What follows belongs to an exercise in optimizing a design on an open flow for small area, a short achievable clock period and few clock cycles; a production flow would make more cautious choices. At most, simulation tests tie the RTL to the original design; equivalence was not proved.

==> run D <==
==> flow/design.v (excerpt) <==
module seq_mult #(parameter n = 32)
				(input start, rst, clk,
				input [n-1:0] a, b,
				output valid,
				output [2*n-1:0] result);
	localparam D  = 2;           
	localparam SB = 2*D;         
	localparam NS = 32/SB;       
	localparam W  = 32 + SB;     
	localparam CW = $clog2(NS);
	reg [31:0] breg;
	reg [31:0] h;                
	reg [32:0] l;                
	reg        pb;               
	reg [CW-1:0] cnt;
	reg        run, vld;
	wire [W-1:0] rows [0:D-1];
	wire [D-1:0] negs;
	genvar j;
	generate
		for (j = 0; j < D; j = j + 1) begin : g_row
			wire p  = (j == 0) ? pb : l[2*j-1];
			wire x0 = l[2*j];
			wire x1 = l[2*j+1];
			wire one = x0 ^ p;
			wire two = (x1 & ~x0 & ~p) | (~x1 & x0 & p);
			wire [32:0] m = ({33{one}} & {1'b0, breg}) | ({33{two}} & {breg, 1'b0});
			wire [W-1:0] me = {{(W-33){1'b0}}, m};
			assign rows[j] = (me << (2*j)) ^ {W{x1}};
			assign negs[j] = x1;
		end
	endgenerate
	reg [W-1:0] v;
	integer k;
	always @(*) begin
		v = {{(W-32){h[31]}}, h};
		for (k = 0; k < D; k = k + 1)
			v = v + rows[k] + {{(W-1){1'b0}}, negs[k]};
	end
	always @(posedge clk) begin
		if (start) begin
			breg <= b;
			h    <= {1'b0, (b & {32{a[0]}}) >> 1};
			l    <= {b[0] & a[0], 1'b0, a[31:1]};
			pb   <= 1'b0;
		end else begin
			h    <= v[W-1:SB];
			l    <= {v[SB-1:0], l[32:SB]};
			pb   <= l[SB-1];
		end
	end
	always @(posedge clk) begin
		if (rst) begin
			run <= 1'b0;
			vld <= 1'b0;
			cnt <= {CW{1'b0}};
		end else begin
			vld <= 1'b0;
			if (start) begin
				run <= 1'b1;
				cnt <= {CW{1'b0}};
			end else if (run) begin
				cnt <= cnt + 1'b1;
				if (cnt == NS-1) begin
					run <= 1'b0;
					vld <= 1'b1;
				end
			end
		end
	end
	assign valid  = vld;
	assign result = {h[30:0], l};
endmodule
==> module seq_mult, before the edit <==
module seq_mult #(parameter n = 32)
				(input start, rst, clk,
				input [n-1:0] a, b,
				output valid,
				output [2*n-1:0] result);
	localparam D  = 2;           
	localparam SB = 2*D;         
	localparam NS = 32/SB;       
	localparam W  = 32 + SB;     
	localparam CW = $clog2(NS);
	reg [31:0] breg;
	reg [31:0] h;                
	reg [32:0] l;                
	reg        pb;               
	reg [CW-1:0] cnt;
	reg        run, vld;
	wire [W-1:0] rows [0:D-1];
	wire [D-1:0] negs;
	genvar j;
	generate
		for (j = 0; j < D; j = j + 1) begin : g_row
			wire p  = (j == 0) ? pb : l[2*j-1];
			wire x0 = l[2*j];
			wire x1 = l[2*j+1];
			wire one = x0 ^ p;
			wire two = (x1 & ~x0 & ~p) | (~x1 & x0 & p);
			wire [32:0] m = ({33{one}} & {1'b0, breg}) | ({33{two}} & {breg, 1'b0});
			wire [W-1:0] me = {{(W-33){1'b0}}, m};
			assign rows[j] = (me << (2*j)) ^ {W{x1}};
			assign negs[j] = x1;
		end
	endgenerate
	reg [W-1:0] v;
	integer k;
	always @(*) begin
		v = {{(W-32){h[31]}}, h};
		for (k = 0; k < D; k = k + 1)
			v = v + rows[k] + {{(W-1){1'b0}}, negs[k]};
	end
	always @(posedge clk) begin
		if (start) begin
			breg <= b;
			h    <= {1'b0, (b & {32{a[0]}}) >> 1};
			l    <= {b[0] & a[0], 1'b0, a[31:1]};
			pb   <= 1'b0;
		end else begin
			h    <= v[W-1:SB];
			l    <= {v[SB-1:0], l[32:SB]};
			pb   <= l[SB-1];
		end
	end
	always @(posedge clk) begin
		if (rst) begin
			run <= 1'b0;
			vld <= 1'b0;
			cnt <= {CW{1'b0}};
		end else begin
			vld <= 1'b0;
			if (start) begin
				run <= 1'b1;
				cnt <= {CW{1'b0}};
			end else if (run) begin
				cnt <= cnt + 1'b1;
				if (cnt == NS-1) begin
					run <= 1'b0;
					vld <= 1'b1;
				end
			end
		end
	end
	assign valid  = vld;
	assign result = {h[30:0], l};
endmodule
clock: 5.0 ns
lec_check: 0
cap_margin: 20
core_margin: 2
core_utilization: 40
slew_margin: 20
run.sh (not shown) runs the stock make flow with config.mk's settings and CLKGATE_MAP_FILE= SYNTH_SCRIPT=/design/flow/synth_recipe.tcl, a recipe that flattens the netlist after the stock synthesis.
==> run G (differences from run D) <==
--- a/flow/design.v
+++ b/flow/design.v
@@ -171,69 +171,13 @@
 				output [2*n-1:0] result);
-	localparam D  = 2;           
-	localparam SB = 2*D;         
-	localparam NS = 32/SB;       
-	localparam W  = 32 + SB;     
-	localparam CW = $clog2(NS);
-	reg [31:0] breg;
-	reg [31:0] h;                
-	reg [32:0] l;                
-	reg        pb;               
-	reg [CW-1:0] cnt;
-	reg        run, vld;
-	wire [W-1:0] rows [0:D-1];
-	wire [D-1:0] negs;
-	genvar j;
-	generate
-		for (j = 0; j < D; j = j + 1) begin : g_row
-			wire p  = (j == 0) ? pb : l[2*j-1];
-			wire x0 = l[2*j];
-			wire x1 = l[2*j+1];
-			wire one = x0 ^ p;
-			wire two = (x1 & ~x0 & ~p) | (~x1 & x0 & p);
-			wire [32:0] m = ({33{one}} & {1'b0, breg}) | ({33{two}} & {breg, 1'b0});
-			wire [W-1:0] me = {{(W-33){1'b0}}, m};
-			assign rows[j] = (me << (2*j)) ^ {W{x1}};
-			assign negs[j] = x1;
-		end
-	endgenerate
-	reg [W-1:0] v;
-	integer k;
-	always @(*) begin
-		v = {{(W-32){h[31]}}, h};
-		for (k = 0; k < D; k = k + 1)
-			v = v + rows[k] + {{(W-1){1'b0}}, negs[k]};
-	end
-	always @(posedge clk) begin
-		if (start) begin
-			breg <= b;
-			h    <= {1'b0, (b & {32{a[0]}}) >> 1};
-			l    <= {b[0] & a[0], 1'b0, a[31:1]};
-			pb   <= 1'b0;
-		end else begin
-			h    <= v[W-1:SB];
-			l    <= {v[SB-1:0], l[32:SB]};
-			pb   <= l[SB-1];
-		end
-	end
-	always @(posedge clk) begin
-		if (rst) begin
-			run <= 1'b0;
-			vld <= 1'b0;
-			cnt <= {CW{1'b0}};
-		end else begin
-			vld <= 1'b0;
-			if (start) begin
-				run <= 1'b1;
-				cnt <= {CW{1'b0}};
-			end else if (run) begin
-				cnt <= cnt + 1'b1;
-				if (cnt == NS-1) begin
-					run <= 1'b0;
-					vld <= 1'b1;
-				end
-			end
-		end
-	end
-	assign valid  = vld;
-	assign result = {h[30:0], l};
-endmodule
+	wire reg_b_enable, reg_a_enable, reg_p_enable, reg_a_load, sel_mux_reg_b_zero, sel_p_reg;
+	datapath #(n) dpth (.rst (rst), .clk (clk),
+					.reg_b_enable (reg_b_enable), .reg_a_enable (reg_a_enable), .reg_p_enable(reg_p_enable), .reg_a_load(reg_a_load),
+					.sel_mux_reg_b_zero(sel_mux_reg_b_zero), .sel_p_reg(sel_p_reg),
+					.a (a), .b (b),
+					.a_lsb (a_lsb),
+					.mul_out(result));
+	controller #($clog2(n)) ctl (.start (start), .clk (clk), .rst (rst), .a_lsb (a_lsb),
+				    .reg_b_enable (reg_b_enable), .reg_a_enable (reg_a_enable), .reg_p_enable(reg_p_enable), .sel_p_reg (sel_p_reg),
+					.reg_a_load (reg_a_load), .sel_mux_reg_b_zero (sel_mux_reg_b_zero),
+					.valid (valid));				
+endmodule	
==> run F (differences from run D) <==
--- a/flow/design.v
+++ b/flow/design.v
@@ -171,3 +171,3 @@
 				output [2*n-1:0] result);
-	localparam D  = 2;           
+	localparam D  = 4;           
 	localparam SB = 2*D;         
==> run notes <==
|  | run F | run D | run G |
|---|---|---|---|
| Status | finished clean | finished clean | finished clean |
| Combined area of the multi-input logic cells | 0.0107 mm2 | 0.00607 mm2 | 0.00370 mm2 |
| Synthesized netlist cell count | 1895 | 1112 | 703 |
| Global-route usage over all layers | 24.8% | 22.9% | 20.0% |
| Most common cell after layout, fill and taps aside | sky130_fd_sc_hd__nand2_1 | sky130_fd_sc_hd__clkdlybuf4s50_1 | sky130_fd_sc_hd__clkdlybuf4s50_1 |
| Final wirelength | 47300 um | 27500 um | 15900 um |
| Fraction of met2 tracks used by global routing | 41.4% | 35.6% | 33.8% |
| Number of flip-flops under the largest register name | 33 | 33 | - |
| Highest achievable clock rate | 0.204 GHz | 0.216 GHz | 0.254 GHz |
| Synthesized-area fraction occupied by adder cells | 25.8% | 20.2% | 8.48% |
| Wire length of the first global-routing pass | 72500 um | 44000 um | 26300 um |
| Layout non-clock buf frac | 19.0% | 14.0% | 17.4% |
| Syn. warnings | 1 | 1 | 6 |
| Post-synth top area cell | sky130_fd_sc_hd__fa_1 | sky130_fd_sc_hd__dfxtp_1 | sky130_fd_sc_hd__dfxtp_1 |
| Initial drt markers | 1280 | 675 | 272 |
| Clock latency on the worst-skew pair | 0.40 ns | 0.37 ns | 0.36 ns |
| Net total in the final layout | 2271 | 1307 | 903 |
| Clock buffer instance count of the final layout | 9 | 9 | 10 |
Testbench counts of run G, summed over its fixed seeds: cycles 56,000.
Function not checked in run D and run F: the RTL went through the layout flow alone.

==> run E <==
seq_mult, a different RTL version from the one above (not shown whole).
Design seq_mult, start of the top module:
module seq_mult #(parameter n = 32)
				(input start, rst, clk,
				input [n-1:0] a, b,
				output valid,
				output [2*n-1:0] result);
Settings: LEC_CHECK=0, ABC_AREA=1, CAP_MARGIN=20, CORE_MARGIN=2, CORE_UTILIZATION=40, SETUP_SLACK_MARGIN=1.3, SLEW_MARGIN=20, SYNTH_HIERARCHICAL=1; clock period 5.0 ns.
standard.sh (not shown) runs the stock make flow with config.mk's settings and CLKGATE_MAP_FILE= SYNTH_SCRIPT=/design/flow/synth_recipe.tcl, a recipe that flattens the netlist after the stock synthesis.
==> flow/flow/run.sh <==
#!/bin/bash
# The standard layout, with the port buffers made of buf_1 cells
# instead of the default clkdlybuf4s50_1. The make output goes to make.log.
set -euo pipefail
bash standard.sh "BUFFER_PORTS_ARGS=-buffer_cell sky130_fd_sc_hd__buf_1" finish > make.log 2>&1
==> inputs of run H, as changes to run E <==
--- a/flow/design.v
+++ b/flow/design.v
@@ -173,60 +173,51 @@
 	reg [32:0] hs, hc;
 	reg [7:0] sl, cl;
 	reg [23:0] l;
 	reg        lb, ngd;
 	reg [1:0]  p01;
 	reg [1:0]  cnt;
 	reg        run, pend, vld;
-	reg        ldr;                 
-	wire       ld = ldr;
+	function [15:0] sel;
+		input [7:0] x;
+		input y;
+		integer k;
+		reg [8:0] xy;
+		reg x1, x0, p;
+		begin
+			xy = {x, y};
+			for (k = 0; k < 4; k = k + 1) begin
+				x1 = xy[2*k+2];
+				x0 = xy[2*k+1];
+				p  = xy[2*k];
+				sel[k]       = ~x1 & (x0 ^ p);
+				sel[4+k]   = ~x1 & x0 & p;
+				sel[8+k] = x1 & (x0 ^ p);
+				sel[12+k] = x1 & ~x0 & ~p;
+			end
+		end
+	endfunction
+	wire       ld = ~run;
 	wire [31:0] bm = ld ? b : breg;
-	wire [8:0] xsel = {ld ? a[9:2] : l[7:0], lb & ~ld};
+	wire [15:0] seli = sel(ld ? a[9:2] : l[7:0], lb & ~ld);
 	wire [32:0] hsi = ld ? {1'b1, 2'b00, b[31:2] & {30{a[0]}}} : hs;
 	wire [32:0] hci = ld ? {2'b00, b[31:1] & {31{a[1]}}} : hc;
 	wire       c2i = ld & a[0] & a[1] & b[0] & b[1];
 	wire [7:0] sli = sl & {8{run}};
 	wire [7:0] cli = cl & {8{run}};
 	wire       ngdi = ngd & run;
-	wire [32:0] pb1 = {1'b0, bm};
-	wire [32:0] pb2 = {bm, 1'b0};
-	wire [3:0] p1l, p2l, n1l, n2l, p1h, p2h, n1h, n2h;
-	wire [3:0] ng = n1l | n2l;
-	booth_enc u_enc0l (.x1(xsel[2]), .x0(xsel[1]), .p(xsel[0]),
-		.p1(p1l[0]), .p2(p2l[0]), .n1(n1l[0]), .n2(n2l[0]));
-	booth_enc u_enc0h (.x1(xsel[2]), .x0(xsel[1]), .p(xsel[0]),
-		.p1(p1h[0]), .p2(p2h[0]), .n1(n1h[0]), .n2(n2h[0]));
-	wire [33:0] pp0;
-	assign pp0[33] = ~ng[0];
-	assign pp0[16:0] = ({17{p1l[0]}} & pb1[16:0]) | ({17{p2l[0]}} & pb2[16:0]) | ({17{n1l[0]}} & ~pb1[16:0]) | ({17{n2l[0]}} & ~pb2[16:0]);
-	assign pp0[32:17] = ({16{p1h[0]}} & pb1[32:17]) | ({16{p2h[0]}} & pb2[32:17]) | ({16{n1h[0]}} & ~pb1[32:17]) | ({16{n2h[0]}} & ~pb2[32:17]);
-	booth_enc u_enc1l (.x1(xsel[4]), .x0(xsel[3]), .p(xsel[2]),
-		.p1(p1l[1]), .p2(p2l[1]), .n1(n1l[1]), .n2(n2l[1]));
-	booth_enc u_enc1h (.x1(xsel[4]), .x0(xsel[3]), .p(xsel[2]),
-		.p1(p1h[1]), .p2(p2h[1]), .n1(n1h[1]), .n2(n2h[1]));
-	wire [33:0] pp1;
-	assign pp1[33] = ~ng[1];
-	assign pp1[16:0] = ({17{p1l[1]}} & pb1[16:0]) | ({17{p2l[1]}} & pb2[16:0]) | ({17{n1l[1]}} & ~pb1[16:0]) | ({17{n2l[1]}} & ~pb2[16:0]);
-	assign pp1[32:17] = ({16{p1h[1]}} & pb1[32:17]) | ({16{p2h[1]}} & pb2[32:17]) | ({16{n1h[1]}} & ~pb1[32:17]) | ({16{n2h[1]}} & ~pb2[32:17]);
-	booth_enc u_enc2l (.x1(xsel[6]), .x0(xsel[5]), .p(xsel[4]),
-		.p1(p1l[2]), .p2(p2l[2]), .n1(n1l[2]), .n2(n2l[2]));
-	booth_enc u_enc2h (.x1(xsel[6]), .x0(xsel[5]), .p(xsel[4]),
-		.p1(p1h[2]), .p2(p2h[2]), .n1(n1h[2]), .n2(n2h[2]));
-	wire [33:0] pp2;
-	assign pp2[33] = ~ng[2];
-	assign pp2[16:0] = ({17{p1l[2]}} & pb1[16:0]) | ({17{p2l[2]}} & pb2[16:0]) | ({17{n1l[2]}} & ~pb1[16:0]) | ({17{n2l[2]}} & ~pb2[16:0]);
-	assign pp2[32:17] = ({16{p1h[2]}} & pb1[32:17]) | ({16{p2h[2]}} & pb2[32:17]) | ({16{n1h[2]}} & ~pb1[32:17]) | ({16{n2h[2]}} & ~pb2[32:17]);
-	booth_enc u_enc3l (.x1(xsel[8]), .x0(xsel[7]), .p(xsel[6]),
-		.p1(p1l[3]), .p2(p2l[3]), .n1(n1l[3]), .n2(n2l[3]));
-	booth_enc u_enc3h (.x1(xsel[8]), .x0(xsel[7]), .p(xsel[6]),
-		.p1(p1h[3]), .p2(p2h[3]), .n1(n1h[3]), .n2(n2h[3]));
-	wire [33:0] pp3;
-	assign pp3[33] = ~ng[3];
-	assign pp3[16:0] = ({17{p1l[3]}} & pb1[16:0]) | ({17{p2l[3]}} & pb2[16:0]) | ({17{n1l[3]}} & ~pb1[16:0]) | ({17{n2l[3]}} & ~pb2[16:0]);
-	assign pp3[32:17] = ({16{p1h[3]}} & pb1[32:17]) | ({16{p2h[3]}} & pb2[32:17]) | ({16{n1h[3]}} & ~pb1[32:17]) | ({16{n2h[3]}} & ~pb2[32:17]);
+	wire [3:0] p1 = seli[3:0];
+	wire [3:0] p2 = seli[7:4];
+	wire [3:0] n1 = seli[11:8];
+	wire [3:0] n2 = seli[15:12];
+	wire [3:0] ng = n1 | n2;
+	wire [33:0] pp0 = {~ng[0], ({33{p1[0]}} & {1'b0, bm}) | ({33{p2[0]}} & {bm, 1'b0}) | ({33{n1[0]}} & ~{1'b0, bm}) | ({33{n2[0]}} & ~{bm, 1'b0})};
+	wire [33:0] pp1 = {~ng[1], ({33{p1[1]}} & {1'b0, bm}) | ({33{p2[1]}} & {bm, 1'b0}) | ({33{n1[1]}} & ~{1'b0, bm}) | ({33{n2[1]}} & ~{bm, 1'b0})};
+	wire [33:0] pp2 = {~ng[2], ({33{p1[2]}} & {1'b0, bm}) | ({33{p2[2]}} & {bm, 1'b0}) | ({33{n1[2]}} & ~{1'b0, bm}) | ({33{n2[2]}} & ~{bm, 1'b0})};
+	wire [33:0] pp3 = {~ng[3], ({33{p1[3]}} & {1'b0, bm}) | ({33{p2[3]}} & {bm, 1'b0}) | ({33{n1[3]}} & ~{1'b0, bm}) | ({33{n2[3]}} & ~{bm, 1'b0})};
 	wire s1, c2;
 	wire s3, c4;
 	wire s5, c6;
 	wire s7, c8;
 	wire s9, c10;
 	wire s11, c12;
 	wire s13, c14;
@@ -524,31 +515,28 @@
 			lb   <= l[7];
 			l    <= {low[7:0], l[23:8]};
 		end
 	end
 	always @(posedge clk) begin
 		if (rst) begin
 			run  <= 1'b0;
-			ldr  <= 1'b1;
 			pend <= 1'b0;
 			vld  <= 1'b0;
 		end else begin
 			vld <= 1'b0;
 			if (!run) begin
 				if (start | pend) begin
 					run  <= 1'b1;
-					ldr  <= 1'b0;
 					pend <= 1'b0;
 					cnt  <= 2'd0;
 				end
 			end else begin
 				cnt <= cnt + 1'b1;
 				if (cnt == 2'd2) begin
 					run  <= 1'b0;
-					ldr  <= 1'b1;
 					pend <= start;
 					vld  <= ~start;
 				end
 			end
 		end
 	end
 	wire [37:0] hsum = {hs[29:0], sl} + {hc[29:0], cl};
@@ -559,13 +547,7 @@
 	assign s  = a ^ b ^ c;
 	assign co = (a & b) | (a & c) | (b & c);
 endmodule
 module csa_ha (input a, b, output s, co);
 	assign s  = a ^ b;
 	assign co = a & b;
 endmodule
-module booth_enc (input x1, x0, p, output p1, p2, n1, n2);
-	assign p1 = ~x1 & (x0 ^ p);
-	assign p2 = ~x1 & x0 & p;
-	assign n1 = x1 & (x0 ^ p);
-	assign n2 = x1 & ~x0 & ~p;
-endmodule
--- a/flow/config.mk
+++ b/flow/config.mk
@@ -5,10 +5,10 @@
 export SDC_FILE = /design/flow/constraint.sdc
 export NUM_CORES = 4
 export LEC_CHECK = 0
 export ABC_AREA = 1
 export CAP_MARGIN = 20
 export CORE_MARGIN = 2
 export CORE_UTILIZATION = 40
-export SETUP_SLACK_MARGIN = 1.3
+export SETUP_SLACK_MARGIN = 1.45
 export SLEW_MARGIN = 20
 export SYNTH_HIERARCHICAL = 1
==> impl_metrics.yaml <==
clocking:
  post_cts_resized: 31
  clkSlewWorstSetupHoldPaths_ps: 70
grt:
  grt_use_met3: 0.0473
  grtUsageMet2: 0.425
outcome:
  outcome: "complete, no violations"
layout:
  regArea_um2: 2960
placed_design:
  dp_slack_ps: 951
# the run above: run H

==> impl_metrics.yaml <==
grt:
  grt_use_met3: 0.0656
  grtUsageMet2: 0.423
outcome:
  outcome: "complete, no violations"
layout:
  fin_util: 0.456
  regArea_um2: 2970
  clk_share: 0.0377
clocking:
  clkSlewWorstSetupHoldPaths_ps: 80
  post_cts_resized: 10
logic_synthesis:
  synth_top_family_by_area: "simple AND/OR/NAND/NOR gates"
die:
  die_w_um: 192
# the run above: run E

Testbench counts of run H, summed over its fixed seeds: cycles 8,000.
Only the layout flow was run in run E; the RTL was not checked for function there.

[what the ideal ports hide]
Ports are ideal in the flow. The routed layouts listed here were re-timed in OpenROAD. Step 1 (the two cells are an assumption about what drives the block):
set clk [get_ports {clk}]
set_driving_cell -lib_cell sky130_fd_sc_hd__clkbuf_16 $clk
set_driving_cell -lib_cell sky130_fd_sc_hd__buf_2 [delete_from_list [all_inputs] $clk]
Step 2 also shifts input and output timing later by t, the mid clock arrival at the registers, as if the neighbouring blocks saw the same clock. a / b / c = ideal / step 1 / step 2; a / b = the first two.
run | t (ns) | setup slack, ns | pins driven straight from the clock port
run D | 0.410 | 0.376 / 0.376 / 0.376 | 1
run G | 0.402 | 1.071 / 1.071 / 1.071 | 1
run F | 0.448 | 0.090 / 0.090 / 0.090 | 1
run E | 0.490 | 1.423 / 1.436 / 0.955 | 1
run H | 0.490 | 1.512 / 1.486 / 1.068 | 1
After both steps setup and hold are still met in every run listed. For run E, which loses most, drivers alone change the setup slack by +0.013 ns; drivers and shift together by -0.468 ns.
